Optimization exercise on an open flow, not production practice. RTL: at most simulated, not proved equivalent. Function not checked: runs 7 and 8. Power: default activity.

<file path="design/flow/flow/equiv.tcl">
# Proves resyn.v equivalent to std_synth.v (same flip-flops, paired by name).
set lib $::env(FLOW_HOME)/platforms/sky130hd/lib/sky130_fd_sc_hd__tt_025C_1v80.lib
yosys read_liberty -ignore_miss_func $lib
yosys read_verilog std_synth.v
yosys rename cpu gold
yosys read_verilog resyn.v
yosys rename cpu gate
yosys hierarchy -check
yosys flatten gold gate
yosys opt_clean
yosys equiv_make gold gate equiv
yosys hierarchy -top equiv
yosys equiv_simple
yosys equiv_induct
yosys equiv_status -assert
puts "RESYN_EQUIV_OK"
</file>
<file path="design/flow/standard.sh">
#!/bin/bash
# synth_recipe.tcl (not shown) runs the flow's synth.tcl, then flattens the netlist and writes it again
# the make line also repeats each setting of config.mk as NAME=value (left out here)
make -C /OpenROAD-flow-scripts/flow DESIGN_CONFIG=/design/flow/config.mk WORK_HOME=/design/flow/orfs CLKGATE_MAP_FILE= SYNTH_SCRIPT=/design/flow/synth_recipe.tcl "${@:-finish}"
</file>
<file path="design/flow/config.mk">
export PLATFORM = sky130hd
export DESIGN_NAME = cpu
export DESIGN_NICKNAME = cpu
export VERILOG_FILES = /design/flow/design.v
export SDC_FILE = /design/flow/constraint.sdc
export NUM_CORES = 4
export LEC_CHECK = 0
export ABC_AREA = 1
export CAP_MARGIN = 20
export CORE_MARGIN = 2
export CORE_UTILIZATION = 60
export CTS_BUF_LIST = sky130_fd_sc_hd__clkbuf_4 sky130_fd_sc_hd__clkbuf_8
export SLEW_MARGIN = 20
</file>
<file path="design/flow/design.v">
module cpu(clock,rst,inputs,leds3,leds2,leds1,leds0,setButton,displayButton,executeButton,reset,LED4,LED9,LED0,LED8);
	input clock,rst,setButton,displayButton,executeButton,reset;
	input [7:0] inputs;
	output [1:7] leds3,leds2,leds1,leds0;
	output reg LED4,LED9,LED0;
	output LED8;
	assign LED8 = 1'b0;
	function [7:0] conv;
		input [7:0] x;
		reg [7:0] q, o;
		begin
			q = x / 8'd10;
			o = x - q * 8'd10;
			conv = {q[3:0], o[3:0]};
		end
	endfunction
	reg setButtonLast, pend;
	reg [1:0] Q;
	wire press = setButtonLast & ~setButton;
	wire consume = displayButton & pend;
	wire [1:0] Qn = consume ? Q + 2'd1 : Q;
	always @(posedge clock)
		if (rst) begin
			setButtonLast <= 1'b1;
			pend <= 1'b0;
			Q <= 2'd0;
		end else begin
			setButtonLast <= setButton;
			pend <= (pend & ~displayButton) ^ press;
			Q <= Qn;
		end
	reg [3:0] opCode;
	reg [2:0] regID1, regID2;
	reg [7:0] immValue;
	reg [7:0] immLast;    
	reg [7:0] immDec;     
	reg [3:0] viewLast;   
	always @(posedge clock) begin
		if (rst) begin
			opCode <= 0; regID1 <= 0; regID2 <= 0; immValue <= 0; LED0 <= 0;
		end else
			case (Q)
				2'd0: opCode <= inputs[3:0];
				2'd1: regID1 <= inputs[2:0];
				2'd2: regID2 <= inputs[2:0];
				2'd3: begin immValue <= inputs; LED0 <= (immValue == 8'd192); end
			endcase
		immLast <= immValue;
		immDec <= conv(immValue);
		case (Qn)
			2'd0: viewLast <= opCode;
			2'd1: viewLast <= {1'b0, regID1};
			default: viewLast <= {1'b0, regID2};
		endcase
	end
	reg instructionDone, wr;
	reg [3:0] slot;
	reg [17:0] mem0;
	always @(posedge clock)
		if (rst) begin
			instructionDone <= 0; wr <= 0; slot <= 0; mem0 <= 0;
		end else begin
			wr <= consume & (Q == 2'd3) & ~instructionDone;
			if (consume & (Q == 2'd3)) instructionDone <= 1'b1;
			else if (displayButton & ~pend & (Q == 2'd0)) instructionDone <= 1'b0;
			if (wr) begin
				if (slot == 4'd0) mem0 <= {opCode, regID1, regID2, immLast};
				slot <= reset ? 4'd0 : slot + 4'd1;
			end
		end
	reg [7:0] S;
	always @* begin
		case (Q == 2'd2 ? regID2 : regID1)
			3'd0: S = r0; 3'd1: S = r1; 3'd2: S = r2; 3'd3: S = r3;
			3'd4: S = r4; 3'd5: S = r5; 3'd6: S = r6; default: S = r7;
		endcase
	end
	reg execute;
	reg [7:0] r0,r1,r2,r3,r4,r5,r6,r7;
	wire [3:0] op = mem0[17:14];
	wire [2:0] ra = mem0[13:11], rb = mem0[10:8];
	wire [7:0] imm = mem0[7:0];
	reg [7:0] A;
	reg [7:0] B;
	always @* begin
		case (rb)
			3'd0: B = r0; 3'd1: B = r1; 3'd2: B = r2; 3'd3: B = r3;
			3'd4: B = r4; 3'd5: B = r5; 3'd6: B = r6; default: B = r7;
		endcase
	end
	wire isSub = (op == 4'd1);
	wire binOp = (op == 4'd0) | (op == 4'd1) | (op == 4'd3) | (op == 4'd4) | (op == 4'd5);
	wire unOp = (op == 4'd2) | (op == 4'd6) | (op == 4'd7) | (op == 4'd8);
	wire mvOp = (op == 4'd12);
	wire ldOp = (op == 4'd10);
	wire [7:0] sum = A + (B ^ {8{isSub}}) + {7'd0, isSub};
	reg [7:0] wdBin;
	always @*
		case (op[2:0])
			3'd3: wdBin = A & B;
			3'd4: wdBin = A | B;
			3'd5: wdBin = A ^ B;
			default: wdBin = sum;
		endcase
	reg [7:0] wdNb;
	always @*
		case (op)
			4'd2: wdNb = ~A;
			4'd6: wdNb = A + 8'd1;
			4'd7: wdNb = {1'b0, A[7:1]};
			4'd8: wdNb = {A[6:0], 1'b0};
			4'd12: wdNb = A;
			default: wdNb = imm;
		endcase
	wire [2:0] waNb = unOp ? ra : mvOp ? rb : A[2:0];
	wire ldOk = (A[7:3] == 5'd0) & (A[2:0] <= 3'd4) & (A[2:0] != ra) & (A[2:0] != rb);
	wire weBin = execute & binOp & (ra != 3'd7) & (rb != 3'd7);
	wire weNb = execute & ((unOp & (ra != rb)) | mvOp | (ldOp & ldOk));
	always @(posedge clock)
		if (rst) begin
			execute <= 0; LED9 <= 0;
			r0 <= 8'd2; r1 <= 8'd4; r2 <= 8'd44; r3 <= 0; r4 <= 0; r5 <= 0; r6 <= 0; r7 <= 8'd77;
			A <= 8'd2;
		end else begin
			if (wr & (slot == 4'd0))
				A <= (weBin & (regID1 == 3'd7)) ? wdBin : (weNb & (waNb == regID1)) ? wdNb : S;
			else if (weNb & unOp) A <= wdNb;
			if (!executeButton) execute <= 1'b1;
			LED9 <= execute;
			if (weBin) r7 <= wdBin;
			if (weNb)
				case (waNb)
					3'd0: r0 <= wdNb; 3'd1: r1 <= wdNb; 3'd2: r2 <= wdNb; 3'd3: r3 <= wdNb;
					3'd4: r4 <= wdNb; 3'd5: r5 <= wdNb; 3'd6: r6 <= wdNb; default: r7 <= wdNb;
				endcase
		end
	reg [7:0] displayReg;
	reg [7:0] dispDec;    
	reg rstLast;
	always @(posedge clock) begin
		if (rst) begin
			displayReg <= 0; LED4 <= 0;
		end else begin
			if (Q != 2'd0) displayReg <= S;
			LED4 <= (r0 == 8'd0);
		end
		dispDec <= conv(displayReg);
		rstLast <= rst;
	end
	localparam [15:0] SEG1 = 16'h4812;
	localparam [15:0] SEG2 = 16'h8060;
	localparam [15:0] SEG3 = 16'h1004;
	localparam [15:0] SEG4 = 16'h4892;
	localparam [15:0] SEG5 = 16'heaba;
	localparam [15:0] SEG6 = 16'h388e;
	localparam [15:0] SEG7 = 16'h0c83;
	localparam [15:0] OP3_1 = 16'hffdf;
	localparam [15:0] OP3_2 = 16'hffff;
	localparam [15:0] OP3_3 = 16'hffff;
	localparam [15:0] OP3_4 = 16'hfbdf;
	localparam [15:0] OP3_5 = 16'hebdf;
	localparam [15:0] OP3_6 = 16'hfbdf;
	localparam [15:0] OP3_7 = 16'hefdf;
	localparam [15:0] OP2_1 = 16'h7bf4;
	localparam [15:0] OP2_2 = 16'h7bd6;
	localparam [15:0] OP2_3 = 16'h0b90;
	localparam [15:0] OP2_4 = 16'h9bfd;
	localparam [15:0] OP2_5 = 16'h8bd6;
	localparam [15:0] OP2_6 = 16'h9bd4;
	localparam [15:0] OP2_7 = 16'h8fd4;
	localparam [15:0] OP1_1 = 16'hfa7f;
	localparam [15:0] OP1_2 = 16'hfbfe;
	localparam [15:0] OP1_3 = 16'h6a00;
	localparam [15:0] OP1_4 = 16'h6c4c;
	localparam [15:0] OP1_5 = 16'h0980;
	localparam [15:0] OP1_6 = 16'h7a7f;
	localparam [15:0] OP1_7 = 16'h0802;
	localparam [15:0] OP0_1 = 16'h95ff;
	localparam [15:0] OP0_2 = 16'h71f6;
	localparam [15:0] OP0_3 = 16'h2bf0;
	localparam [15:0] OP0_4 = 16'h02b0;
	localparam [15:0] OP0_5 = 16'h0000;
	localparam [15:0] OP0_6 = 16'h9cfd;
	localparam [15:0] OP0_7 = 16'h1104;
	function [6:0] seg;   
		input [3:0] d;
		seg = {SEG1[d], SEG2[d], SEG3[d], SEG4[d], SEG5[d], SEG6[d], SEG7[d]};
	endfunction
	wire [3:0] o = viewLast;
	wire [27:0] opName = {OP3_1[o], OP3_2[o], OP3_3[o], OP3_4[o], OP3_5[o], OP3_6[o], OP3_7[o],
		OP2_1[o], OP2_2[o], OP2_3[o], OP2_4[o], OP2_5[o], OP2_6[o], OP2_7[o],
		OP1_1[o], OP1_2[o], OP1_3[o], OP1_4[o], OP1_5[o], OP1_6[o], OP1_7[o],
		OP0_1[o], OP0_2[o], OP0_3[o], OP0_4[o], OP0_5[o], OP0_6[o], OP0_7[o]};
	function [27:0] decView;
		input [7:0] d;
		decView = {7'b0000001, (d[7:4] >= 4'd10) ? 7'b1001111 : 7'b0000001, seg(d[7:4]), seg(d[3:0])};
	endfunction
	wire [27:0] regView = {7'b1111010, 7'b0110000, 7'b0000100, seg(viewLast)};
	wire [27:0] normView = rstLast ? {28{1'b1}} : (Q == 2'd0) ? opName : (Q == 2'd3) ? decView(immDec) : regView;
	wire [27:0] dispView = rstLast ? {28{1'b1}} : decView(dispDec);
	reg [27:0] leds;
	always @(posedge clock)
		if (rst) leds <= {28{1'b1}};
		else if (!displayButton) leds <= dispView;
		else if (!pend) leds <= normView;
	assign leds3 = {leds[27:26], leds[26], leds[24:23], leds[24], leds[21]};
	assign {leds2, leds1, leds0} = leds[20:0];
endmodule
</file>
<file path="design/flow/constraint.sdc">
create_clock -name core_clock -period 12.0 [get_ports {clock}]
set_input_delay 2.4000 -clock core_clock [delete_from_list [all_inputs] [get_ports {clock}]]
set_output_delay 2.4000 -clock core_clock [all_outputs]
set_load 0.01 [all_outputs]
</file>
<file path="design/flow/flow/run.sh">
#!/bin/bash
# Layout flow: the standard synthesis, its combinational logic re-mapped with a
# stronger ABC script (flip-flops kept, equivalence proven, else the standard
# netlist is used), then the standard layout with buf_2 port buffers and timing
# repair aimed at a short clock period.
set -uo pipefail
export BUFFER_PORTS_ARGS="-buffer_cell sky130_fd_sc_hd__buf_2"
export SETUP_SLACK_MARGIN=8.6
R=orfs/results/${FLOW_PLATFORM}/cpu/base
bash standard.sh synth > make_synth.log 2>&1 || exit 1
cp $R/1_2_yosys.v std_synth.v
if yosys -c flow/resyn.tcl > resyn.log 2>&1 && yosys -c flow/equiv.tcl > equiv.log 2>&1 && grep -q '^RESYN_EQUIV_OK' equiv.log; then
  cp resyn.v $R/1_2_yosys.v
  rm -f $R/1_synth.odb
  echo "using re-mapped netlist" > resyn_used.txt
else
  echo "using standard netlist" > resyn_used.txt
fi
bash standard.sh > make.log 2>&1
</file>
<file path="design/flow/flow/resyn.tcl">
# Re-maps the combinational logic of the standard synthesis (std_synth.v) with a
# stronger ABC script; flip-flops and tie cells are kept as they are, by name.
set lib $::env(FLOW_HOME)/platforms/sky130hd/lib/sky130_fd_sc_hd__tt_025C_1v80.lib
yosys read_liberty -ignore_miss_func $lib
yosys read_verilog std_synth.v
yosys hierarchy -top cpu
yosys setattr -mod -set keep_hierarchy 1 sky130_fd_sc_hd__dfxtp_* sky130_fd_sc_hd__edfxtp_* sky130_fd_sc_hd__conb_1
yosys flatten
yosys opt_clean
yosys opt -fast
yosys abc -script flow/deep.abc -liberty $lib -dont_use sky130_fd_sc_hd__probe_p_8 -dont_use sky130_fd_sc_hd__probec_p_8 -dont_use *lpflow*
yosys opt_clean -purge
yosys hilomap -singleton -hicell sky130_fd_sc_hd__conb_1 HI -locell sky130_fd_sc_hd__conb_1 LO
yosys splitnets
yosys opt_clean -purge
yosys insbuf -buf sky130_fd_sc_hd__buf_4 A X
yosys tee -o resyn_stat.txt stat -liberty $lib
yosys select -module cpu
yosys write_verilog -noattr -noexpr -selected resyn.v
</file>
<file path="design/flow/flow/deep.abc">
strash
&get -n
&deepsyn -T 30
&put
dch -f
map -D 1500
topo
</file>
==> run summary, run 1 <==
- Slew headroom: a little over a quarter
- Width of the chip: roughly 130 µm
- P per Cell Area: roughly 120 nW/µm²
- Post-route cell area: 10360 µm²
- Post-Synthesis Cells: 1288
- Tightest Hold Check Type: register to register
- Crit end category: register
- Startpoint Class: input port
- DP Area: about 9600 µm²
- Layout Cells excl Fill: between 1500 and 2000
- FF-to-FF End: A[6]$_SDFFE_PP0P_
- WS Path Type: input port to register
- Post-layout nets: 1350
- Critical hold path startpoint: immValue[0]$_SDFFE_PP0P_
- Number of H-tree levels: 4
- Num ports: between 40 and 50
- CP Data Required Time: around 12 ns
- Final Core Density: slightly below 70%
- Count of pins over their slew limit: 0
- Clk Latency, worst-skew pair: about 0.48 ns
- Clock Skew: 0.01384 ns
- Vias in the first global route: approximately 8600
- Worst slew pin tran: 1.094 ns
- Setup ws final: about 8.6 ns
- Layout cells sized above 1: about an eighth
- GR Overflow Total: 0
- Clk Tree Root Cell: clkbuf_8
- Area Growth Syn to Fin: 12.14%
- Post-Place Cells: around 1500
- Synthesized area: between 9000 and 10000 µm²
- Diodes inserted: 0
- Clock transition at path regs: roughly 0.090 ns
- Period utilisation layout: approximately 28%
- Worst VDD drop: 0.1710 mV
- DRT iter0 DRCs: 1241
- Post-Route WL: about 30 mm
- # fillers: roughly 1400
- Port Buf Inserts: 44
- Core area: approximately 15000 µm²
- CTS Buf Count: 17
- Final Hold Viols: 0
- Sink Count: 184
- Total number of vias: 9789
- Detailed-route vias per instance: between 6 and 7
- Syn_area_per_cell: just over 7 µm²
- Die extent in y: 128.1 µm
- Status: no timing/DRC/antenna violations
- Leakage power of the design: about 3.7 nW
- First-pass GRT wire length: ~47 mm
- Initial antenna violation count: 0
- Maximum buffer depth of the clock tree: 2
- Reg2reg path depth: 14
- FMAX: about 290 MHz
- Total track usage: about 37%
- Pre-antenna DRT Iters: 6
- Final setup fails: 0
- R2r setup slk: about 8.6 ns
- Hold Path End: immDec[0]$_DFF_P_
- Place WS: about 7.4 ns
- MaxCap Viol Count: 0
- Multi-input logic area: approximately 4800 µm²
- Crit-path max FO: 25
- Die area: ~16000 µm²
- Syn_nets: between 1000 and 1500
- Number of routed nets with antenna violations: 0
- Fin crit period: approximately 3.4 ns
- Critical Path AT: approximately 3.7 ns
- Total Neg Setup Slack: 0 ns
- Yosys warnings: 1
- WL/cell: ~19 µm
- Std cell rows: 45
- Post-CTS Hold Fix Bufs: 0
- Largest net degree at the start of global routing: 56
- RSZ-0062 raised after global routing: true
- DRC: 0
- Reg area: ~3700 µm²
- Reg2reg start: mem0[10]$_SDFFE_PP0P_
- Initial Util: between 60% and 70%
- Hold Path Depth: 0
- Final HPWL DP: 22.45 mm
- GPL Wtd Cong: between 1 and 1.5
- TritonCTS clock tree: built
-- sequential cells by signal (all words and copies together), names as in the netlist, 7 cells and up --
signal,flops
r2,8
leds,26
displayReg,8
immLast,7
r5,8
r0,8
dispDec,8
A,8
immDec,8
r6,8
immValue,8
r3,8
r1,8
r7,8
r4,8
mem0,18
-- per-stage QoR --
step / power (W) / hold slack (ns)
2_1_floorplan: 0.0007619 / 0.3314
3_3_place_gp: 0.0007979 / 0.3407
3_5_place_dp: 0.0007990 / 0.3444
4_1_cts: 0.001262 / 0.3607
5_1_grt: 0.001316 / 0.3653
6_report: 0.001272 / 0.3598
-- how the worst max path moves through the flow --
| stage | start | end | slack (ns) | depth (start not counted) |
|---|---|---|---|---|
| floorplan | displayButton | leds[0]$_SDFFE_PP1N_ | 8.44 | 9 |
| global placement | rst | mem0[3]$_SDFFE_PP0P_ | 7.39 | 4 |
| detailed placement | rst | mem0[14]$_SDFFE_PP0P_ | 7.36 | 4 |
| CTS | rst | r3[3]$_SDFFE_PP0P_ | 8.57 | 8 |
| global route | rst | r4[0]$_SDFFE_PP0P_ | 8.50 | 7 |
| finish | rst | r3[5]$_SDFFE_PP0P_ | 8.58 | 8 |
-- critical path, stage by stage --
cell and delay (ns):
buf_6 0.24, nor2_1 0.13, clkinv_1 0.10, nor2_4 0.06, nor2_2 0.30, nand3_4 0.22, nand2_2 0.18, o22ai_1 0.09
-- repair_timing --
item	4_1_cts	5_1_grt
gates cloned	0	0
gates resized for setup	31	40
setup buffers	2	4
hold endpoints to repair	0	0
pin swaps	2	6
setup endpoints to repair	151	70
-- cell type report --
type,instances,area share (%)
Multi-Input combinational cell,876,46.64
Sequential cell,184,35.76
Inverter,200,7.623
Timing Repair Buffer,57,3.322
Clock buffer,21,2.609
Tap cell,188,2.271
Clock inverter,11,1.776
-- layout by cell type, fill, tap and decap left out, drive strengths merged, types with 6 or more instances in the layout --
cell     count
clkinv     192
dfxtp      184
nand2      173
nor2       140
nand3      100
o22ai       89
o21ai       89
a21oi       76
buf         57
a22oi       42
nor3        31
clkbuf      21
a31oi       18
o211ai      15
nand4       13
nor4        13
inv         11
o221ai      10
a221oi       7
xor2         6
o2111ai      6
o21a         6
a211oi       6
-- per-layer routing --
metal | global-route usage [%] | share of wire (%) | wire [µm]
met1 | 53.32 | 44 | 13020
met4 | 10.08 | 2.1 | 613
met2 | 52.60 | 42 | 12590
met5 | 0 | 0 | 0
met3 | 10.98 | 12 | 3510
-- power breakdown --
| group | leakage (nW) | switching [W] | internal [W] |
|---|---|---|---|
| Sequential | 1.50 | 0.0000145 | 0.000631 |
| Combinational | 1.99 | 0.000104 | 0.0000466 |
| Clock | 0.226 | 0.000231 | 0.000244 |
==> run 2, diff against run 1 <==
--- a/design/flow/flow/run.sh
+++ b/design/flow/flow/run.sh
@@ -5,7 +5,7 @@
 # repair aimed at a short clock period.
 set -uo pipefail
 export BUFFER_PORTS_ARGS="-buffer_cell sky130_fd_sc_hd__buf_2"
-export SETUP_SLACK_MARGIN=8.6
+export SETUP_SLACK_MARGIN=8.85
 R=orfs/results/${FLOW_PLATFORM}/cpu/base
 bash standard.sh synth > make_synth.log 2>&1 || exit 1
 cp $R/1_2_yosys.v std_synth.v
==> run summary, run 2 <==
- Status: no timing/DRC/antenna violations
- Reg2reg path depth: 9 (-5)
- Crit-path max FO: 3 (-88%)
- Final Hold Viols: 0 (unchanged)
- Slew headroom: 26.75% (-0.31 points)
- Largest net degree at the start of global routing: 56 (unchanged)
- Post-Synthesis Cells: 1288 (unchanged)
- Diodes inserted: 0 (unchanged)
- Std cell rows: 45 (unchanged)
- FF-to-FF End: r7[2]$_SDFF_PP1_
- Total number of vias: 10390 (+6.1%)
- P per Cell Area: 110.9 nW/µm² (-9.7%)
- Vias in the first global route: 9244 (+8.0%)
- Hold Path End: immDec[0]$_DFF_P_
- GRT busiest layer: met2
- # fillers: 1192 (-12%)
- Width of the chip: 128.1 µm (unchanged)
- Met1 GRT Util: 55.42% (+2.1 points)
- Hold Path Depth: 0 (unchanged)
- R2r setup slk: 8.96 ns (+0.32 ns)
- TritonCTS clock tree: built
- Initial Util: 60.98% (unchanged)
- FMAX: 296.4 MHz (+1.3%)
- Period utilisation layout: 28.12% (-0.37 points)
- Syn_area_per_cell: 7.171 µm² (unchanged)
- Buf/Inv on CP: 1 (-1)
- RSZ-0062 raised after global routing: true
- Worst slew pin tran: 1.099 ns (+0.004582 ns)
- Largest registers: leds x26, mem0 x18
- Port Buf Inserts: 44 (unchanged)
- Clock transition at path regs: 0.10 ns (about the same)
- WS Path Type: register to primary output
- DRT iter0 DRCs: 1650 (+33%)
- Fin crit period: 3.374 ns (-0.04390 ns)
- Yosys warnings: 1 (unchanged)
- Worst VDD drop: 0.1288 mV (-25%)
- WL/cell: 20.40 µm (+5.5%)
- Number of H-tree levels: 4 (unchanged)
- Critical hold path startpoint: immValue[0]$_SDFFE_PP0P_
- Max reg flops: 26 (unchanged)
- GPL Wtd Cong: 1.063 (+2.7%)
- Maximum buffer depth of the clock tree: 2 (unchanged)
- Final setup fails: 0 (unchanged)
- Initial antenna violation count: 0 (unchanged)
- Leakage power of the design: 4.236 nW (+14%)
- Tightest Hold Check Type: register to register
- Clk Latency, worst-skew pair: 0.48 ns (about the same)
- CTS Buf Count: 17 (unchanged)
- Pre-antenna DRT Iters: 7 (+1)
- Commonest non-fill, non-tap cell in the layout: clkinv_1
- Sink Count: 184 (unchanged)
- Most frequent cells in the layout: 172 x clkinv_1, 161 x nand2_1, 149 x dfxtp_1, 119 x nor2_1, 89 x nand3_1
- M3 GR Usage: 11.98% (+1.0 points)
- Layout cells sized above 1: 21.41% (+8.9 points)
- MaxCap Viol Count: 0 (unchanged)
- Critical-path cell list: buf_6
- Worst hold margin: 0.3642 ns (+0.004420 ns)
- Multi-input logic area: 5192 µm² (+7.5%)
- GR Overflow Total: 0 (unchanged)
- Met2 Use GR: 57.50% (+4.9 points)
- Core area: 15150 µm² (unchanged)
- Clk Tree Root Cell: clkbuf_8
- Total Neg Setup Slack: 0 ns (unchanged)
- DRC: 0 (unchanged)
- Die area: 16400 µm² (unchanged)
- Count of pins over their slew limit: 0 (unchanged)
- Area Growth Syn to Fin: 23.79%
- Post-layout nets: 1407 (+4.2%)
- Final HPWL DP: 22.90 mm (+2.0%)
- Clock Skew: 0.01490 ns (+0.001053 ns)
- Detailed-route vias per instance: 6.517 (+2.3%)
- Total track usage: 39.27% (+2.7 points)
- Die extent in y: 128.1 µm (unchanged)
- Slowest CP cell: dfxtp_4
- First-pass GRT wire length: 50.29 mm (+7.8%)
- Crit end category: primary output
- Post-Route WL: 32.53 mm (+9.4%)
- Syn_nets: 1302 (unchanged)
- Reg2reg start: mem0[16]$_SDFFE_PP0P_
- Crit-path max cell delay: 0.37 ns (+0.07 ns)
- Number of routed nets with antenna violations: 0 (unchanged)
- Reg area: 3740 µm² (+0.98%)
- Biggest register: leds
- CP Data Required Time: 9.60 ns (-2.72 ns)
- Num ports: 46 (unchanged)
- Synthesized area: 9236 µm² (unchanged)
- CP top delay family: flip-flops
- Critical Path AT: 0.97 ns (-2.77 ns)
- Startpoint Class: register
-- run 2: routing by layer --
layer | up-vias | share of wire [%]
met5 | - | 0
met4 | 0 | 3.3
met3 | 117 | 13
met2 | 732 | 42
met1 | 4743 | 41
li1 | 4796 | -
-- run 2: worst reg2reg max path, delay by kind of cell (launching register included) --
kind / cells / cell delay (ns)
compound gates: 3 / 0.93
buf+inv: 2 / 0.52
flops: 1 / 0.49
simple gates: 4 / 0.97
-- run 2: layout make-up --
type,count,area share (%)
Clock buffer,22,2.484
Clock inverter,10,0.9630
Inverter,200,7.354
Multi-Input combinational cell,877,45.41
Sequential cell,184,32.71
Tap cell,188,2.057
Timing Repair Buffer,113,9.017
-- run 2: how the worst max path moves through the flow --
stage | startpoint | to | slack [ns] | cells after the start
after floorplan | displayButton | leds[0]$_SDFFE_PP1N_ | 8.44 | 9
after global placement | displayButton | leds[23]$_SDFFE_PP1N_ | 7.75 | 10
after detailed placement | displayButton | leds[23]$_SDFFE_PP1N_ | 7.73 | 10
after CTS | leds[26]$_SDFFE_PP1N_ | leds3[3] | 8.62 | 1
after global routing | leds[26]$_SDFFE_PP1N_ | leds3[3] | 8.60 | 1
final | leds[26]$_SDFFE_PP1N_ | leds3[3] | 8.63 | 1
-- run 2: where the power goes --
group	switching [W]	internal (W)	leakage (nW)
Combinational	0.000121	0.0000742	2.54
Clock	0.000237	0.000187	0.201
Sequential	0.0000178	0.000632	1.49
-- run 2: stage by stage --
step	utilization, %	setup slack (ns)	power [W]	cell area [µm²]	instances
floorplan	-	8.437	0.0007649	9495	1288
finish	75.49	8.626	0.001268	11430	1594
global placement	64.77	7.750	0.0008036	9811	1498
CTS	72.17	8.619	0.001241	10930	1564
detailed placement	64.86	7.729	0.0008044	9823	1498
global route	75.49	8.598	0.001309	11430	1594
-- run 2: what timing repair did --
action | in CTS | in global routing
hold buffers | 0 | 0
resized for setup | 109 | 74
endpoints found under the setup margin | 176 | 114
buffers inserted | 31 | 30
pin swaps | 18 | 17
gates cloned | 3 | 0
==> run 3, diff against run 2 <==
--- a/design/flow/flow/run.sh
+++ b/design/flow/flow/run.sh
@@ -5,7 +5,7 @@
 # repair aimed at a short clock period.
 set -uo pipefail
 export BUFFER_PORTS_ARGS="-buffer_cell sky130_fd_sc_hd__buf_2"
-export SETUP_SLACK_MARGIN=8.85
+export SETUP_SLACK_MARGIN=8.3
 R=orfs/results/${FLOW_PLATFORM}/cpu/base
 bash standard.sh synth > make_synth.log 2>&1 || exit 1
 cp $R/1_2_yosys.v std_synth.v
==> run summary, run 3 <==
- Critical Path AT: 3.95 ns (+2.98 ns)
- Post-Route WL: 30.04 mm (-7.6%)
- Final setup fails: 0 (unchanged)
- Biggest register: leds
- Diodes inserted: 0 (unchanged)
- # fillers: 1383 (+16%)
- Post-Place Cells: 1497 (-0.067%)
- Sink Count: 184 (unchanged)
- Die area: 16400 µm² (unchanged)
- CP Data Required Time: 12.34 ns (+2.74 ns)
- Maximum buffer depth of the clock tree: 2 (unchanged)
- Reg2reg start: Q[1]$_SDFF_PP0_
- Die extent in y: 128.1 µm (unchanged)
- CTS Buf Count: 17 (unchanged)
- Buf/Inv on CP: 2 (+1)
- DRC: 0 (unchanged)
- Clock transition at path regs: 0.10 ns (about the same)
- Commonest non-fill, non-tap cell in the layout: clkinv_1
- Port Buf Inserts: 44 (unchanged)
- GPL Wtd Cong: 1.008 (-5.2%)
- CP startpoint: rst
- Slowest CP cell: buf_4
- Status: no timing/DRC/antenna violations
- Startpoint Class: input port
- DRT iter0 DRCs: 1358 (-18%)
- Clk Latency, worst-skew pair: 0.48 ns (about the same)
- Crit end category: register
- Worst slew pin tran: 1.207 ns (+0.1087 ns)
- Num ports: 46 (unchanged)
- Number of routed nets with antenna violations: 0 (unchanged)
- Initial antenna violation count: 0 (unchanged)
- Area Growth Syn to Fin: 9.943%
- Leakage power of the design: 3.664 nW (-13%)
- Crit-path max FO: 25 (+22)
- Clock Skew: 0.01628 ns (+0.001386 ns)
- Initial Util: 60.98% (unchanged)
- Total Neg Setup Slack: 0 ns (unchanged)
- Largest net degree at the start of global routing: 56 (unchanged)
- Core area: 15150 µm² (unchanged)
- Largest registers: leds x26, mem0 x18
- Most frequent cells in the layout: 191 x clkinv_1, 180 x dfxtp_1, 172 x nand2_1, 130 x nor2_1, 99 x nand3_1
- CP top delay family: simple AND/OR/NAND/NOR gates
- RSZ-0062 raised after global routing: true
- Clk Tree Root Cell: clkbuf_8
- Final Hold Viols: 0 (unchanged)
- WL/cell: 19.54 µm (-4.2%)
- Width of the chip: 128.1 µm (unchanged)
- Tightest Hold Check Type: register to register
- Crit-path max cell delay: 0.30 ns (-0.07 ns)
- Count of pins over their slew limit: 0 (unchanged)
- FMAX: 277.0 MHz (-6.5%)
- Total track usage: 36.60% (-2.7 points)
- Layout cells sized above 1: 9.859% (-12 points)
- Std cell rows: 45 (unchanged)
- Post-Synthesis Cells: 1288 (unchanged)
- First-pass GRT wire length: 46.35 mm (-7.8%)
- Layout Cells excl Fill: 1537 (-3.6%)
- WS Path Type: input port to register
- Yosys warnings: 1 (unchanged)
- GR Overflow Total: 0 (unchanged)
- Reg area: 3689 µm² (-1.4%)
- Vias in the first global route: 8575 (-7.2%)
- Pre-antenna DRT Iters: 6 (-1)
- Syn_nets: 1302 (unchanged)
- Slew headroom: 19.50% (-7.2 points)
- MaxCap Viol Count: 0 (unchanged)
- Critical-path cell list: buf_4, nor2_1, clkinv_1, nor2_1, nor2_1, nand3_2, nand2_1, o22ai_1
- Fin crit period: 3.611 ns (+0.2365 ns)
- Syn_area_per_cell: 7.171 µm² (unchanged)
- DP Area: 9554 µm² (-2.7%)
- Max reg flops: 26 (unchanged)
- Worst VDD drop: 0.09253 mV (-28%)
- P per Cell Area: 121.5 nW/µm² (+9.6%)
- Number of H-tree levels: 4 (unchanged)
- TritonCTS clock tree: built
- Multi-input logic area: 4705 µm² (-9.4%)
- Final Core Density: 67.05% (-8.4 points)
- Total number of vias: 9929 (-4.4%)
- Final HPWL DP: 22.40 mm (-2.2%)
- Period utilisation layout: 30.09% (+2.0 points)
- CP dominant cell by count: nor2_1
- Synthesized area: 9236 µm² (unchanged)
- Place WS: 7.369 ns (-0.3594 ns)
- Post-route cell area: 10150 µm² (-11%)
- Post-layout nets: 1351 (-4.0%)
- Critical hold path startpoint: displayReg[0]$_SDFFE_PP0N_
- Detailed-route vias per instance: 6.460 (-0.87%)
- Setup ws final: 8.389 ns (-0.2365 ns)
[run 3: final timing paths]
check                        to  slack (ns)  cells after the start
max reg2reg   A[6]$_SDFFE_PP0P_        8.43                     10
min reg2reg  dispDec[0]$_DFF_P_        0.35                      0
max          r3[5]$_SDFFE_PP0P_        8.39                      8
min          dispDec[0]$_DFF_P_        0.35                      0
[run 3: cell type report]
type                    instances  share of cell area (%)
clock inverters                12                   1.516
well taps                     188                   2.316
multi-input cells             876                   46.33
flip-flops and latches        184                   36.32
repair buffers                 58                   3.253
inverters                     200                   7.689
clock buffers                  19                   2.575
[run 3: per-stage QoR]
stage | power [W] | hold WS [ns]
3_3_place_gp | 0.0007964 | 0.3394
2_1_floorplan | 0.0007588 | 0.3314
4_1_cts | 0.001228 | 0.3484
6_report | 0.001234 | 0.3476
3_5_place_dp | 0.0007955 | 0.3370
5_1_grt | 0.001276 | 0.3586
[run 3: metal layers]
metal,GRT usage (%),routed length (µm)
met2,52.41,12520
met4,12.09,775
met1,53.75,12900
met5,0,14
met3,9.224,3825
[run 3: timing repair]
action,4_1_cts,5_1_grt
hold buffers,0,0
pin swaps,1,2
buffers inserted,2,5
resized for setup,15,22
endpoints found under the setup margin,136,46
[run 3: where the power goes]
group	switching (W)	internal [W]	leakage, nW	total (W)
sequential	0.0000144	0.000631	1.50	0.000645
clock	0.000242	0.000203	0.210	0.000445
combinational	0.000102	0.0000429	1.96	0.000144
total	0.000358	0.000877	3.66	0.00123
==> run 4, diff against run 3 <==
--- a/design/flow/flow/run.sh
+++ b/design/flow/flow/run.sh
@@ -5,7 +5,7 @@
 # repair aimed at a short clock period.
 set -uo pipefail
 export BUFFER_PORTS_ARGS="-buffer_cell sky130_fd_sc_hd__buf_2"
-export SETUP_SLACK_MARGIN=8.3
+export SETUP_SLACK_MARGIN=8.75
 R=orfs/results/${FLOW_PLATFORM}/cpu/base
 bash standard.sh synth > make_synth.log 2>&1 || exit 1
 cp $R/1_2_yosys.v std_synth.v
==> design/flow/flow/deep.abc (replaced) <==
strash
&get -n
&deepsyn -T 30
&put
&get -n
&dch -f
&nf -D 1500
&put
topo
==> run summary, run 4 <==
- Final HPWL DP: 19.98 mm (-11%)
- DRC: 0 (unchanged)
- Total number of vias: 9272 (-6.6%)
- Max reg flops: 26 (unchanged)
- DRT iter0 DRCs: 1358 (unchanged)
- Port Buf Inserts: 44 (unchanged)
- GR Overflow Total: 0 (unchanged)
- Pint: 0.0008633 W (-1.5%)
- Core area: 14590 µm² (-3.7%)
- Place WS: 7.787 ns (+0.4175 ns)
- Design Power: 0.001239 W (+0.35%)
- Critical Path AT: 0.97 ns (-2.98 ns)
- Final setup fails: 0 (unchanged)
- Largest registers: leds x26, mem0 x18
- Critical-path cell list: buf_6
- Total track usage: 35.18% (-1.4 points)
- Buf/Inv on CP: 1 (-1)
- Tightest Hold Check Type: register to register
- Area Growth Syn to Fin: 21.04%
- Width of the chip: 126.5 µm (-1.3%)
- Initial antenna violation count: 0 (unchanged)
- Worst hold margin: 0.3585 ns (+0.01093 ns)
- Fin crit period: 3.367 ns (-0.2436 ns)
- Number of H-tree levels: 4 (unchanged)
- Vias in the first global route: 8013 (-6.6%)
- Worst slew pin tran: 1.171 ns (-0.03618 ns)
- CP Data Required Time: 9.60 ns (-2.74 ns)
- WS Path Type: register to primary output
- Syn_nets: 1060 (-19%)
- Logic pwr share: 13.7% (+2.0 points)
- Die extent in y: 126.5 µm (-1.3%)
- Clk Latency, worst-skew pair: 0.49 ns (about the same)
- Hold Path Depth: 0 (unchanged)
- Reg area: 3737 µm² (+1.3%)
- Sw Ratio: 30.30% (+1.3 points)
- Commonest non-fill, non-tap cell in the layout: dfxtp_1
- CP top delay family: flip-flops
- Biggest register: leds
- First-pass GRT wire length: 44.51 mm (-4.0%)
- FMAX: 297.0 MHz (+7.2%)
- Syn_area_per_cell: 8.602 µm² (+20%)
- Slowest CP cell: dfxtp_2
- Period utilisation layout: 28.06% (-2.0 points)
- Die area: 15990 µm² (-2.5%)
- RSZ-0062 raised after global routing: true
- Initial Util: 61.67% (+0.69 points)
- # fillers: 1103 (-20%)
- Total Neg Setup Slack: 0 ns (unchanged)
- Post-Route WL: 29.74 mm (-1.0%)
- Setup ws final: 8.633 ns (+0.2436 ns)
- Maximum buffer depth of the clock tree: 2 (unchanged)
- Synthesized area: 8997 µm² (-2.6%)
- Clock transition at path regs: 0.11 ns (about the same)
- Reg2reg path depth: 12 (+2)
- WL/cell: 22.33 µm (+14%)
- MaxCap Viol Count: 0 (unchanged)
- Crit-path max FO: 3 (-88%)
- Worst path depth: 1 (-7)
- Yosys warnings: 1 (unchanged)
- Detailed-route vias per instance: 6.961 (+7.8%)
- Clock share of power: 33.2% (-2.8 points)
- Slew headroom: 21.45% (+1.9 points)
- Sink Count: 184 (unchanged)
- Pre-antenna DRT Iters: 8 (+2)
- Startpoint Class: register
- Num ports: 46 (unchanged)
- Largest net degree at the start of global routing: 26 (-54%)
- Leakage power of the design: 4.103 nW (+12%)
- Status: no timing/DRC/antenna violations
- Post-layout nets: 1149 (-15%)
- TritonCTS clock tree: built
- Count of pins over their slew limit: 0 (unchanged)
- Number of routed nets with antenna violations: 0 (unchanged)
- Crit end category: primary output
- Switching power: 0.0003753 W (+5.0%)
- Diodes inserted: 0 (unchanged)
- Sequential power share: 53.1% (+0.8 points)
- Clock Skew: 0.01616 ns (-0.0001265 ns)
- Layout cells sized above 1: 21.34% (+11 points)
- GPL Wtd Cong: 1.032 (+2.4%)
- Multi-input logic area: 5505 µm² (+17%)
- Most frequent cells in the layout: 149 x dfxtp_1, 95 x nand2_1, 92 x nor2_1, 90 x a22o_1
- Std cell rows: 44 (-2.2%)
- P per Cell Area: 113.7 nW/µm² (-6.4%)
- Post-Synthesis Cells: 1046 (-19%)
- CTS Buf Count: 17 (unchanged)
- Clk Tree Root Cell: clkbuf_8
- Final Hold Viols: 0 (unchanged)
- Crit-path max cell delay: 0.37 ns (+0.07 ns)
- Worst VDD drop: 0.09261 mV (about the same)
==> run 4: cell count changes in the layout (fill, tap and decap cells not counted), sizes merged, moves of 17 or more <==
cell,previous run,this run
nor2,140,114
o21ai,89,62
buf,55,95
nand3,100,22
clkinv,195,28
nand2,173,102
o22ai,89,11
and3,0,21
a21oi,76,58
a22oi,42,25
a222oi,0,18
nand2b,0,27
a22o,0,90
==> run 4: through the flow <==
step                utilization, %  cells  instance area [µm²]
CTS                          71.20   1301                10390
floorplan                        -   1046                 9213
finish                       74.65   1332                10890
detailed placement           65.41   1255                 9543
global route                 74.65   1332                10890
global placement             65.27   1254                 9523
==> run 4: power by group through the flow <==
stage               Clock (W)  Sequential [W]  Combinational [W]
global route         0.000432        0.000660           0.000181
global placement            0        0.000666           0.000139
CTS                  0.000406        0.000655           0.000156
detailed placement          0        0.000666           0.000140
floorplan                   0        0.000660           0.000107
finish               0.000412        0.000657           0.000170
==> run 4: repair_timing <==
action                     in CTS  in global routing
setup endpoints to repair     170                 84
hold buffers                    0                  0
pin swaps                       6                 18
gates cloned                    2                  1
buffers inserted               12                 30
resized for setup              95                 63
==> run 4: routing by layer <==
| metal | global-route usage (%) | vias to the layer above | part of all wire [%] |
|---|---|---|---|
| li1 | - | 4188 | - |
| met1 | 49.61 | 4332 | 42 |
| met2 | 52.37 | 628 | 42 |
| met3 | 10.08 | 124 | 12 |
| met4 | 10.92 | 0 | 4.2 |
| met5 | 0 | - | 0 |
==> run 4: final cells by class <==
type | count | area share [%]
tap | 184 | 2.114
clock inverter | 12 | 1.023
inverter | 26 | 1.287
multi-input combinational | 809 | 50.55
clock buffer | 20 | 2.413
timing repair buffer | 97 | 8.295
sequential | 184 | 34.32
==> run 4: final timing paths <==
path | endpoint | slack [ns] | startpoint
max | leds3[2] | 8.63 | leds[26]$_SDFFE_PP1N_
min reg2reg | dispDec[0]$_DFF_P_ | 0.36 | displayReg[0]$_SDFFE_PP0N_
min | dispDec[0]$_DFF_P_ | 0.36 | displayReg[0]$_SDFFE_PP0N_
max reg2reg | A[6]$_SDFFE_PP0P_ | 8.70 | mem0[9]$_SDFFE_PP0P_
==> run 5, diff against run 4 <==
--- a/design/flow/flow/run.sh
+++ b/design/flow/flow/run.sh
@@ -5,7 +5,7 @@
 # repair aimed at a short clock period.
 set -uo pipefail
 export BUFFER_PORTS_ARGS="-buffer_cell sky130_fd_sc_hd__buf_2"
-export SETUP_SLACK_MARGIN=8.75
+export SETUP_SLACK_MARGIN=8.6
 R=orfs/results/${FLOW_PLATFORM}/cpu/base
 bash standard.sh synth > make_synth.log 2>&1 || exit 1
 cp $R/1_2_yosys.v std_synth.v
==> run summary, run 5 <==
- Most frequent cells in the layout: 166 x dfxtp_1, 98 x nand2_1, 94 x nor2_1, 90 x a22o_1, 59 x o21ai_0
- TritonCTS clock tree: built
- CTS Buf Count: 17 (unchanged)
- WS Path Type: input port to register
- Std cell rows: 44 (unchanged)
- Worst hold margin: 0.3603 ns (+0.001750 ns)
- Total number of vias: 8922 (-3.8%)
- Biggest register: leds
- Period utilisation layout: 28.13% (+0.067 points)
- Count of pins over their slew limit: 0 (unchanged)
- Yosys warnings: 1 (unchanged)
- Crit-path max FO: 23 (+20)
- Pre-antenna DRT Iters: 10 (+2)
- Clk Tree Root Cell: clkbuf_8
- Port Buf Inserts: 44 (unchanged)
- Maximum buffer depth of the clock tree: 2 (unchanged)
- Layout cells sized above 1: 15.61% (-5.7 points)
- Final setup fails: 0 (unchanged)
- DRC: 0 (unchanged)
- Diodes inserted: 0 (unchanged)
- Clock Skew: 0.01729 ns (+0.001135 ns)
- Met2 Use GR: 49.67% (-2.7 points)
- Largest net degree at the start of global routing: 46 (+77%)
- Post-layout nets: 1122 (-2.3%)
- FF-to-FF End: A[6]$_SDFFE_PP0P_
- Reg2reg start: mem0[9]$_SDFFE_PP0P_
- DRT iter0 DRCs: 1180 (-13%)
- M3 GR Usage: 9.996% (-0.084 points)
- Post-Synthesis Cells: 1046 (unchanged)
- Vias in the first global route: 7917 (-1.2%)
- FMAX: 296.3 MHz (-0.24%)
- Core area: 14590 µm² (unchanged)
- Synthesized area: 8997 µm² (unchanged)
- Crit end category: register
- Reg2reg path depth: 12 (unchanged)
- First-pass GRT wire length: 43.39 mm (-2.5%)
- Critical Path AT: 3.75 ns (+2.78 ns)
- GPL Wtd Cong: 0.9921 (-3.9%)
- Largest registers: leds x26, mem0 x18
- Post-CTS Hold Fix Bufs: 0 (unchanged)
- Number of H-tree levels: 4 (unchanged)
- Die area: 15990 µm² (unchanged)
- CP Capture Point: r3[3]$_SDFFE_PP0P_
- Final HPWL DP: 19.88 mm (-0.48%)
- Syn_nets: 1060 (unchanged)
- GR Overflow Total: 0 (unchanged)
- CP startpoint: rst
- Met1 GRT Util: 48.74% (-0.87 points)
- GRT busiest layer: met2
- Number of routed nets with antenna violations: 0 (unchanged)
- Startpoint Class: input port
- Slew headroom: 35.36% (+14 points)
- Post-Place Cells: 1256 (+0.080%)
- Width of the chip: 126.5 µm (unchanged)
- Leakage power of the design: 3.830 nW (-6.6%)
- Layout Cells excl Fill: 1305 (-2.0%)
- Sink Count: 184 (unchanged)
- Area Growth Syn to Fin: 13.92%
- Tightest Hold Check Type: register to register
- R2r setup slk: 8.62 ns (-0.08 ns)
- Final Hold Viols: 0 (unchanged)
- Worst slew pin tran: 0.9665 ns (-0.2048 ns)
- Initial antenna violation count: 0 (unchanged)
- Total Neg Setup Slack: 0 ns (unchanged)
- Status: no timing/DRC/antenna violations
- RSZ-0062 raised after global routing: true
- P per Cell Area: 119.3 nW/µm² (+4.9%)
- Final Core Density: 70.26% (-4.4 points)
- Clock transition at path regs: 0.09 ns (-0.02 ns)
- Post-Route WL: 28.45 mm (-4.3%)
- Clk Latency, worst-skew pair: 0.49 ns (about the same)
- Fin crit period: 3.375 ns (+0.008080 ns)
- CP Data Required Time: 12.38 ns (+2.78 ns)
- Initial Util: 61.67% (unchanged)
- Detailed-route vias per instance: 6.837 (-1.8%)
- Num ports: 46 (unchanged)
- Commonest non-fill, non-tap cell in the layout: dfxtp_1
- Die extent in y: 126.5 µm (unchanged)
- Total track usage: 34.36% (-0.82 points)
- Design Power: 0.001223 W (-1.3%)
- Worst VDD drop: 0.1024 mV (+11%)
- Max reg flops: 26 (unchanged)
- Syn_area_per_cell: 8.602 µm² (unchanged)
- WL/cell: 21.80 µm (-2.3%)
- MaxCap Viol Count: 0 (unchanged)
[run 5: stage by stage]
stage                     setup slack (ns)  area (µm²)
after floorplan                      8.585        9106
after global placement               7.661        9432
after detailed placement             7.643        9440
after CTS                            8.589        9935
after global routing                 8.483       10250
final                                8.625       10250
[run 5: repair_timing]
action / CTS / global route
cloned: 0 / 1
resized for setup: 25 / 56
endpoints found under the setup margin: 125 / 98
pin swaps: 3 / 4
buffers inserted: 4 / 12
[run 5: power breakdown]
| part | switching, W | leakage, nW | internal [W] |
|---|---|---|---|
| logic | 0.0000942 | 2.13 | 0.0000521 |
| clock network | 0.000244 | 0.202 | 0.000179 |
| registers | 0.0000210 | 1.50 | 0.000632 |
[run 5: final cells by class]
cell class | instances | area [µm²]
Fill cell | 1190 | 4339
Tap cell | 184 | 230.2
Multi-Input combinational cell | 808 | 5339
Sequential cell | 184 | 3714
Clock inverter | 13 | 136.4
Clock buffer | 19 | 255.2
Inverter | 26 | 105.1
Timing Repair Buffer | 71 | 470.5
[run 5: how the worst min path moves through the flow]
stage | start | end | slack [ns] | cells after the start
after floorplan | displayReg[0]$_SDFFE_PP0N_ | dispDec[0]$_DFF_P_ | 0.33 | 0
after global placement | displayReg[0]$_SDFFE_PP0N_ | dispDec[0]$_DFF_P_ | 0.34 | 0
after detailed placement | displayReg[0]$_SDFFE_PP0N_ | dispDec[0]$_DFF_P_ | 0.34 | 0
after CTS | displayReg[0]$_SDFFE_PP0N_ | dispDec[0]$_DFF_P_ | 0.36 | 0
after global routing | displayReg[0]$_SDFFE_PP0N_ | dispDec[0]$_DFF_P_ | 0.37 | 0
final | displayReg[0]$_SDFFE_PP0N_ | dispDec[0]$_DFF_P_ | 0.36 | 0
[run 5: routing by layer]
metal / up-vias / share of wire, %
li1: 4118 / -
met1: 4196 / 42
met2: 518 / 43
met3: 90 / 12
met4: 0 / 3.4
met5: - / 0
[run 5: critical path: stages]
cell	delay (ns)
buf_2	0.14
buf_12	0.18
clkinv_4	0.12
nand2_4	0.11
o21ai_2	0.28
nor2_4	0.10
buf_4	0.16
a22o_1	0.22
==> run 6, diff against run 5 <==
--- a/design/flow/config.mk
+++ b/design/flow/config.mk
@@ -9,5 +9,7 @@
 export CAP_MARGIN = 20
 export CORE_MARGIN = 2
 export CORE_UTILIZATION = 60
-export CTS_BUF_LIST = sky130_fd_sc_hd__clkbuf_4 sky130_fd_sc_hd__clkbuf_8
+export CTS_BUF_LIST = sky130_fd_sc_hd__clkbuf_8
+export CTS_CLUSTER_DIAMETER = 100
+export CTS_CLUSTER_SIZE = 30
 export SLEW_MARGIN = 20
==> run summary, run 6 <==
- Status: no timing/DRC/antenna violations
- GPL Wtd Cong: 0.9921 (unchanged)
- Worst VDD drop: 0.1025 mV (+0.16%)
- DRT iter0 DRCs: 1164 (-1.4%)
- WS Path Type: register to register
- Port Buf Inserts: 44 (unchanged)
- Setup ws final: 8.630 ns (+0.004690 ns)
- First-pass GRT wire length: 43.38 mm (about the same)
- Period utilisation layout: 28.09% (-0.039 points)
- Final Hold Viols: 0 (unchanged)
- Hold Path Depth: 0 (unchanged)
- Sink Count: 184 (unchanged)
- Biggest register: leds
- Total number of vias: 9003 (+0.91%)
- TritonCTS clock tree: built
- Pre-antenna DRT Iters: 9 (-1)
- MaxCap Viol Count: 0 (unchanged)
- Final Core Density: 70.25% (about the same)
- Count of pins over their slew limit: 0 (unchanged)
- Clock Skew: 0.01777 ns (+0.0004791 ns)
- Buf/Inv on CP: 1 (-3)
- WL/cell: 21.87 µm (+0.32%)
- Die extent in y: 126.5 µm (unchanged)
- Yosys warnings: 1 (unchanged)
- Slowest CP cell: a211oi_1
- Largest registers: leds x26, mem0 x18
- Max reg flops: 26 (unchanged)
- DP Area: 9440 µm² (unchanged)
- Layout cells sized above 1: 15.52% (-0.089 points)
- Total track usage: 34.36% (about the same)
- FMAX: 296.7 MHz (+0.14%)
- Reg2reg path depth: 12 (unchanged)
- Synthesized area: 8997 µm² (unchanged)
- Tightest Hold Check Type: register to register
- Initial antenna violation count: 0 (unchanged)
- Startpoint Class: register
- Post-Place Cells: 1256 (unchanged)
- Crit end category: register
- DRC: 0 (unchanged)
- CTS Buf Count: 17 (unchanged)
- Worst path depth: 12 (+4)
- Syn_nets: 1060 (unchanged)
- Final HPWL DP: 19.88 mm (unchanged)
- Multi-input logic area: 5339 µm² (unchanged)
- Crit-path max cell delay: 0.51 ns (+0.23 ns)
- Vias in the first global route: 7917 (unchanged)
- Post-Route WL: 28.57 mm (+0.40%)
- Leakage power of the design: 3.831 nW (about the same)
- Clock transition at path regs: 0.10 ns (about the same)
- RSZ-0062 raised after global routing: true
- Most frequent cells in the layout: 166 x dfxtp_1, 98 x nand2_1, 94 x nor2_1, 90 x a22o_1, 59 x o21ai_0
- Crit-path max FO: 24 (+4.3%)
- Final setup fails: 0 (unchanged)
- Critical Path AT: 3.75 ns (about the same)
- Slew headroom: 34.27% (-1.1 points)
- Post-layout nets: 1122 (unchanged)
- Critical-path cell list: buf_8, nor3b_4, a211oi_1, a31oi_1, o21ai_0, o31ai_4, o211ai_1, a32oi_2, mux2i_1, a21oi_1, o22ai_1, a2111oi_0
- Commonest non-fill, non-tap cell in the layout: dfxtp_1
- Num ports: 46 (unchanged)
- GR Overflow Total: 0 (unchanged)
- # fillers: 1189 (-0.084%)
- Std cell rows: 44 (unchanged)
- Layout Cells excl Fill: 1306 (+0.077%)
- Number of H-tree levels: 4 (unchanged)
- Reg area: 3714 µm² (unchanged)
- Width of the chip: 126.5 µm (unchanged)
- Clk Tree Root Cell: clkbuf_8
- Syn_area_per_cell: 8.602 µm² (unchanged)
- Die area: 15990 µm² (unchanged)
- CP Data Required Time: 12.38 ns (about the same)
- Total Neg Setup Slack: 0 ns (unchanged)
- Post-Synthesis Cells: 1046 (unchanged)
- Fin crit period: 3.370 ns (-0.004690 ns)
- Post-route cell area: 10250 µm² (about the same)
- Clk Latency, worst-skew pair: 0.50 ns (about the same)
- Detailed-route vias per instance: 6.894 (+0.83%)
- Worst slew pin tran: 0.9828 ns (+0.01634 ns)
- CP top delay family: compound AO/OA/AOI/OAI gates
- Largest net degree at the start of global routing: 46 (unchanged)
- Core area: 14590 µm² (unchanged)
- Place WS: 7.643 ns (unchanged)
- Number of routed nets with antenna violations: 0 (unchanged)
- P per Cell Area: 119.2 nW/µm² (about the same)
- Area Growth Syn to Fin: 13.91% (about the same)
- Initial Util: 61.67% (unchanged)
- Maximum buffer depth of the clock tree: 2 (unchanged)
## run 6: path summary, 6_finish.rpt
check | from | slack [ns] | endpoint
min reg2reg | displayReg[0]$_SDFFE_PP0N_ | 0.36 | dispDec[0]$_DFF_P_
max reg2reg | mem0[9]$_SDFFE_PP0P_ | 8.63 | A[6]$_SDFFE_PP0P_
max | mem0[9]$_SDFFE_PP0P_ | 8.63 | A[6]$_SDFFE_PP0P_
min | displayReg[0]$_SDFFE_PP0N_ | 0.36 | dispDec[0]$_DFF_P_
## run 6: power by group
part	internal, W	leakage [nW]	total [W]	switching, W
registers	0.000632	1.50	0.000653	0.0000211
logic	0.0000521	2.13	0.000146	0.0000941
clock network	0.000176	0.203	0.000423	0.000247
## run 6: per-layer routing
layer	track usage, %	up-vias	share of wire, %	routed length (µm)
met5	0	-	0	0
li1	-	4128	-	-
met4	12.80	0	2.9	822
met3	9.996	86	12	3427
met1	48.71	4221	42	12020
met2	49.67	568	43	12300
## run 6: worst reg2reg max path, delay by kind of cell, from the launching register on
family          cells  cell delay, ns
flops               1            0.35
mux                 1            0.17
simple gates        1            0.10
buf+inv             1            0.23
compound gates      9            2.41
## run 6: metrics by stage
| stage | power [W] | hold slack [ns] |
|---|---|---|
| after detailed placement | 0.0008021 | 0.3429 |
| after global routing | 0.001258 | 0.3697 |
| after CTS | 0.001213 | 0.3590 |
| after floorplan | 0.0007641 | 0.3306 |
| after global placement | 0.0008022 | 0.3361 |
| final | 0.001222 | 0.3602 |
## run 6: timing repair
item	in CTS	in global routing
hold endpoints to repair	0	0
hold buffers	0	0
gates cloned	0	1
gates resized for setup	25	56
setup endpoints to repair	125	98
buffers inserted	4	12
pin swaps	3	4
## run 6: final cells by class
class | count | area share (%)
Antenna cell | 1 | 0.02442
Clock inverter | 14 | 1.367
Multi-Input combinational cell | 808 | 52.09
Tap cell | 184 | 2.246
Inverter | 26 | 1.026
Timing Repair Buffer | 71 | 4.590
Clock buffer | 18 | 2.417
Sequential cell | 184 | 36.23
==> run 7, diff against run 6 <==
--- a/design/flow/design.v
+++ b/design/flow/design.v
@@ -33,8 +33,7 @@
 	reg [2:0] regID1, regID2;
 	reg [7:0] immValue;
 	reg [7:0] immLast;    
-	reg [7:0] immDec;     
-	reg [3:0] viewLast;   
+	reg [7:0] viewLast;   
 	always @(posedge clock) begin
 		if (rst) begin
 			opCode <= 0; regID1 <= 0; regID2 <= 0; immValue <= 0; LED0 <= 0;
@@ -46,11 +45,11 @@
 				2'd3: begin immValue <= inputs; LED0 <= (immValue == 8'd192); end
 			endcase
 		immLast <= immValue;
-		immDec <= conv(immValue);
 		case (Qn)
-			2'd0: viewLast <= opCode;
-			2'd1: viewLast <= {1'b0, regID1};
-			default: viewLast <= {1'b0, regID2};
+			2'd0: viewLast <= {4'd0, opCode};
+			2'd1: viewLast <= {5'd0, regID1};
+			2'd2: viewLast <= {5'd0, regID2};
+			default: viewLast <= conv(immValue);
 		endcase
 	end
 	reg instructionDone, wr;
@@ -186,7 +185,7 @@
 		input [3:0] d;
 		seg = {SEG1[d], SEG2[d], SEG3[d], SEG4[d], SEG5[d], SEG6[d], SEG7[d]};
 	endfunction
-	wire [3:0] o = viewLast;
+	wire [3:0] o = viewLast[3:0];
 	wire [27:0] opName = {OP3_1[o], OP3_2[o], OP3_3[o], OP3_4[o], OP3_5[o], OP3_6[o], OP3_7[o],
 		OP2_1[o], OP2_2[o], OP2_3[o], OP2_4[o], OP2_5[o], OP2_6[o], OP2_7[o],
 		OP1_1[o], OP1_2[o], OP1_3[o], OP1_4[o], OP1_5[o], OP1_6[o], OP1_7[o],
@@ -195,8 +194,8 @@
 		input [7:0] d;
 		decView = {7'b0000001, (d[7:4] >= 4'd10) ? 7'b1001111 : 7'b0000001, seg(d[7:4]), seg(d[3:0])};
 	endfunction
-	wire [27:0] regView = {7'b1111010, 7'b0110000, 7'b0000100, seg(viewLast)};
-	wire [27:0] normView = rstLast ? {28{1'b1}} : (Q == 2'd0) ? opName : (Q == 2'd3) ? decView(immDec) : regView;
+	wire [27:0] regView = {7'b1111010, 7'b0110000, 7'b0000100, seg(viewLast[3:0])};
+	wire [27:0] normView = rstLast ? {28{1'b1}} : (Q == 2'd0) ? opName : (Q == 2'd3) ? decView(viewLast) : regView;
 	wire [27:0] dispView = rstLast ? {28{1'b1}} : decView(dispDec);
 	reg [27:0] leds;
 	always @(posedge clock)
--- a/design/flow/config.mk
+++ b/design/flow/config.mk
@@ -9,7 +9,5 @@
 export CAP_MARGIN = 20
 export CORE_MARGIN = 2
 export CORE_UTILIZATION = 60
-export CTS_BUF_LIST = sky130_fd_sc_hd__clkbuf_8
-export CTS_CLUSTER_DIAMETER = 100
-export CTS_CLUSTER_SIZE = 30
+export CTS_BUF_LIST = sky130_fd_sc_hd__clkbuf_4 sky130_fd_sc_hd__clkbuf_8
 export SLEW_MARGIN = 20
==> run summary, run 7 <==
- Status: no timing/DRC/antenna violations
- Count of pins over their slew limit: 0 (unchanged)
- WS Path Type: register to register
- Final Core Density: 69.01% (-1.2 points)
- CTS Buf Count: 17 (unchanged)
- Clk Latency, worst-skew pair: 0.48 ns (-0.02 ns)
- Initial Util: 60.66% (-1.0 points)
- Syn_area_per_cell: 8.404 µm² (-2.3%)
- Detailed-route vias per instance: 6.884 (-0.14%)
- Crit end category: register
- Worst VDD drop: 0.1031 mV (+0.58%)
- Startpoint Class: register
- Largest registers: leds x26, mem0 x18
- Number of H-tree levels: 4 (unchanged)
- Number of routed nets with antenna violations: 0 (unchanged)
- Num ports: 46 (unchanged)
- Largest net degree at the start of global routing: 34 (-26%)
- Synthesized area: 9119 µm² (+1.3%)
- DP Area: 9515 µm² (+0.80%)
- Initial antenna violation count: 1 (+1)
- Post-CTS Hold Fix Bufs: 0 (unchanged)
- Clk Tree Root Cell: clkbuf_8
- Std cell rows: 45 (+2.3%)
- Width of the chip: 127.3 µm (+0.65%)
- Total Neg Setup Slack: 0 ns (unchanged)
- Syn_nets: 1099 (+3.7%)
- GPL Wtd Cong: 1.050 (+5.8%)
- Total number of vias: 9259 (+2.8%)
- Total track usage: 36.39% (+2.0 points)
- DRT iter0 DRCs: 1210 (+4.0%)
- P per Cell Area: 117.7 nW/µm² (-1.3%)
- First-pass GRT wire length: 46.13 mm (+6.3%)
- Maximum buffer depth of the clock tree: 2 (unchanged)
- Fin crit period: 3.383 ns (+0.01268 ns)
- Most frequent cells in the layout: 167 x dfxtp_1, 114 x nand2_1, 103 x nor2_1, 74 x o21ai_0, 70 x a22o_1
- TritonCTS clock tree: built
- Slew headroom: 21.03% (-13 points)
- Final HPWL DP: 20.68 mm (+4.0%)
- Sink Count: 181 (-1.6%)
- Area Growth Syn to Fin: 13.76%
- MaxCap Viol Count: 0 (unchanged)
- WL/cell: 22.46 µm (+2.7%)
- Yosys warnings: 1 (unchanged)
- Max reg flops: 26 (unchanged)
- Clock transition at path regs: 0.10 ns (about the same)
- Post-Route WL: 30.21 mm (+5.8%)
- Die extent in y: 127.3 µm (+0.65%)
- Die area: 16200 µm² (+1.3%)
- RSZ-0062 raised after global routing: true
- Core area: 15030 µm² (+3.0%)
- Worst hold margin: 0.3580 ns (-0.002264 ns)
- Port Buf Inserts: 44 (unchanged)
- Period utilisation layout: 28.19% (+0.11 points)
- Pre-antenna DRT Iters: 8 (-1)
- Final setup fails: 0 (unchanged)
- CP Data Required Time: 12.43 ns (+0.05 ns)
- Final Hold Viols: 0 (unchanged)
- Worst slew pin tran: 1.175 ns (+0.1927 ns)
- Design Power: 0.001221 W (about the same)
- Post-layout nets: 1158 (+3.2%)
- Layout cells sized above 1: 13.68% (-1.8 points)
- Commonest non-fill, non-tap cell in the layout: dfxtp_1
- Tightest Hold Check Type: register to register
- Leakage power of the design: 3.822 nW (-0.24%)
- GR Overflow Total: 0 (unchanged)
- Crit-path max FO: 9 (-63%)
- Post-route cell area: 10370 µm² (+1.2%)
- DRC: 0 (unchanged)
- Vias in the first global route: 8218 (+3.8%)
- Clock Skew: 0.01811 ns (+0.0003380 ns)
- Post-Synthesis Cells: 1085 (+3.7%)
- FMAX: 295.6 MHz (-0.37%)
- Critical Path AT: 3.81 ns (+0.06 ns)
- Biggest register: leds
[run 7: through the flow]
stage / setup WS [ns] / std cells
final: 8.617 / 1345
after global routing: 8.512 / 1343
after CTS: 8.549 / 1329
after detailed placement: 7.829 / 1296
after global placement: 7.844 / 1296
after floorplan: 8.498 / 1085
[run 7: area by class of cell]
cell class / count / area, µm²
fill: 1282 / 4659
timing repair buffer: 68 / 503.0
clock inverter: 12 / 143.9
clock buffer: 18 / 247.7
multi-input combinational: 862 / 5534
inverter: 14 / 56.30
antenna: 2 / 5.005
sequential: 181 / 3649
tap: 188 / 235.2
[run 7: power breakdown]
part / switching (W) / leakage (nW) / internal [W]
sequential: 0.0000237 / 1.47 / 0.000622
combinational: 0.0000945 / 2.16 / 0.0000576
clock: 0.000231 / 0.194 / 0.000192
[run 7: what timing repair did]
item | 4_1_cts | 5_1_grt
resized for setup | 34 | 44
endpoints found under the setup margin | 115 | 58
pin swaps | 3 | 6
gates cloned | 2 | 1
buffers inserted | 1 | 13
[run 7: final timing paths]
kind	startpoint	endpoint	slack, ns	cells past startpoint
worst max-delay path	Q[0]$_SDFF_PP0_	A[5]$_SDFFE_PP0P_	8.62	8
worst min register to register	displayReg[0]$_SDFFE_PP0N_	dispDec[0]$_DFF_P_	0.36	0
worst max register to register	Q[0]$_SDFF_PP0_	A[5]$_SDFFE_PP0P_	8.62	8
worst min-delay path	displayReg[0]$_SDFFE_PP0N_	dispDec[0]$_DFF_P_	0.36	0
[run 7: critical path: stages, from the launching register on]
cell	delay (ns)
dfxtp_1	0.53
nand2b_1	0.36
mux2i_1	0.25
nor3_1	0.99
a221oi_1	0.35
and3_1	0.35
nor3_1	0.25
a221o_1	0.18
a21o_1	0.08
[run 7: metal layers]
layer  part of all wire [%]  track usage, %
met1                     42           52.50
met5                      0               0
met3                     12           9.506
met4                    3.0           12.02
met2                     42           52.97
==> run 8, diff against run 7 <==
--- a/design/flow/flow/run.sh
+++ b/design/flow/flow/run.sh
@@ -16,4 +16,4 @@
 else
   echo "using standard netlist" > resyn_used.txt
 fi
-bash standard.sh > make.log 2>&1
+bash standard.sh MATCH_CELL_FOOTPRINT=0 finish > make.log 2>&1
==> run summary, run 8 <==
- Syn_nets: 1099 (unchanged)
- Total Neg Setup Slack: 0 ns (unchanged)
- Std cell rows: 45 (unchanged)
- Total track usage: 36.68% (+0.29 points)
- Number of routed nets with antenna violations: 0 (unchanged)
- Yosys warnings: 1 (unchanged)
- Clock Skew: 0.01681 ns (-0.001301 ns)
- GR Overflow Total: 0 (unchanged)
- Post-Synthesis Cells: 1085 (unchanged)
- Sink Count: 181 (unchanged)
- Critical Path AT: 3.80 ns (about the same)
- CP dominant cell by count: nor3_1
- Area Growth Syn to Fin: 14.00%
- Slowest CP cell: nor3_1
- Count of pins over their slew limit: 0 (unchanged)
- Crit-path max FO: 9 (unchanged)
- Syn_area_per_cell: 8.404 µm² (unchanged)
- Initial antenna violation count: 2 (+1)
- Post-layout nets: 1163 (+0.43%)
- Clock transition at path regs: 0.10 ns (about the same)
- Leakage power of the design: 3.833 nW (+0.29%)
- Layout cells sized above 1: 13.79% (+0.11 points)
- Num ports: 46 (unchanged)
- RSZ-0062 raised after global routing: true
- MaxCap Viol Count: 0 (unchanged)
- WS Path Type: register to register
- CP top delay family: simple AND/OR/NAND/NOR gates
- Commonest non-fill, non-tap cell in the layout: dfxtp_1
- CP Data Required Time: 12.43 ns (about the same)
- Total number of vias: 9374 (+1.2%)
- Maximum buffer depth of the clock tree: 2 (unchanged)
- R2r setup slk: 8.63 ns (about the same)
- Crit end category: register
- Core area: 15030 µm² (unchanged)
- TritonCTS clock tree: built
- Width of the chip: 127.3 µm (unchanged)
- Final HPWL DP: 20.68 mm (unchanged)
- Setup ws final: 8.631 ns (+0.01453 ns)
- CTS Buf Count: 17 (unchanged)
- Final Hold Viols: 0 (unchanged)
- Die extent in y: 127.3 µm (unchanged)
- Buf/Inv on CP: 0 (unchanged)
- GPL Wtd Cong: 1.050 (unchanged)
- WL/cell: 22.37 µm (-0.42%)
- Crit-path max cell delay: 0.99 ns (about the same)
- DRC: 0 (unchanged)
- Largest net degree at the start of global routing: 34 (unchanged)
- P per Cell Area: 117.6 nW/µm² (about the same)
- Final setup fails: 0 (unchanged)
- Status: no timing/DRC/antenna violations
- Number of H-tree levels: 4 (unchanged)
- Fin crit period: 3.369 ns (-0.01453 ns)
- Biggest register: leds
- Critical-path cell list: nand2b_1, mux2i_1, nor3_1, a221oi_1, and3_1, nor3_1, a221o_1, a21o_1
- Worst VDD drop: 0.1052 mV (+2.0%)
- Pre-antenna DRT Iters: 9 (+1)
- DRT iter0 DRCs: 1202 (-0.66%)
- Final Core Density: 69.15% (+0.14 points)
- Slew headroom: 20.72% (-0.31 points)
- First-pass GRT wire length: 46.35 mm (+0.48%)
- Largest registers: leds x26, mem0 x18
- Die area: 16200 µm² (unchanged)
- Synthesized area: 9119 µm² (unchanged)
- FMAX: 296.9 MHz (+0.43%)
- Initial Util: 60.66% (unchanged)
- Clk Tree Root Cell: clkbuf_8
- Startpoint Class: register
- Vias in the first global route: 8256 (+0.46%)
- Max reg flops: 26 (unchanged)
- Post-Route WL: 30.22 mm (about the same)
- Most frequent cells in the layout: 167 x dfxtp_1, 114 x nand2_1, 104 x nor2_1, 74 x o21ai_0, 70 x a22o_1
## run 8: cell count changes in the layout (fill, tap and decap cells not counted), moves of 2 or more
| cell | previous run | this run |
|---|---|---|
| clkbuf_16 | 1 | 3 |
| buf_4 | 19 | 23 |
| a21oi_2 | 3 | 1 |
| bufbuf_16 | 2 | 0 |
| a21oi_1 | 66 | 68 |
| buf_12 | 1 | 3 |
## run 8: worst paths after layout
path,startpoint,to,cells after the start
hold reg to reg,displayReg[0]$_SDFFE_PP0N_,dispDec[0]$_DFF_P_,0
setup / recovery,Q[0]$_SDFF_PP0_,A[5]$_SDFFE_PP0P_,8
hold / removal,displayReg[0]$_SDFFE_PP0N_,dispDec[0]$_DFF_P_,0
setup reg to reg,Q[0]$_SDFF_PP0_,A[5]$_SDFFE_PP0P_,8
## run 8: power breakdown
group / total, W / switching [W] / internal [W]
Sequential: 0.000645 / 0.0000237 / 0.000622
Clock: 0.000425 / 0.000232 / 0.000192
Combinational: 0.000153 / 0.0000950 / 0.0000579
## run 8: layout make-up
| class | count | area (µm²) |
|---|---|---|
| Antenna cell | 3 | 7.507 |
| Clock buffer | 18 | 247.7 |
| Clock inverter | 12 | 143.9 |
| Fill cell | 1274 | 4638 |
| Inverter | 14 | 56.30 |
| Multi-Input combinational cell | 862 | 5513 |
| Sequential cell | 181 | 3649 |
| Tap cell | 188 | 235.2 |
| Timing Repair Buffer | 73 | 543.0 |
## run 8: layer usage
layer  global-route usage, %  wire length [µm]  vias to the layer above
met5                       0                 0                        -
met4                   12.28               920                        0
met3                   11.26              3847                       97
met2                   53.63             12750                      624
met1                   51.59             12700                     4383
li1                        -                 -                     4270
## run 8: what timing repair did
action	CTS	global route
gates resized for setup	33	45
pin swaps	3	6
hold buffers	0	0
buffers inserted	9	9
setup endpoints to repair	115	80
cloned	2	1
## run 8: stage by stage
| stage | total power, W | cells | instance area [µm²] | hold WS, ns |
|---|---|---|---|---|
| finish | 0.001223 | 1351 | 10400 | 0.3569 |
| global route | 0.001265 | 1348 | 10390 | 0.3678 |
| CTS | 0.001210 | 1337 | 10140 | 0.3633 |
| detailed placement | 0.0007931 | 1296 | 9515 | 0.3495 |
| global placement | 0.0007937 | 1296 | 9515 | 0.3422 |
| floorplan | 0.0007549 | 1085 | 9213 | 0.3306 |
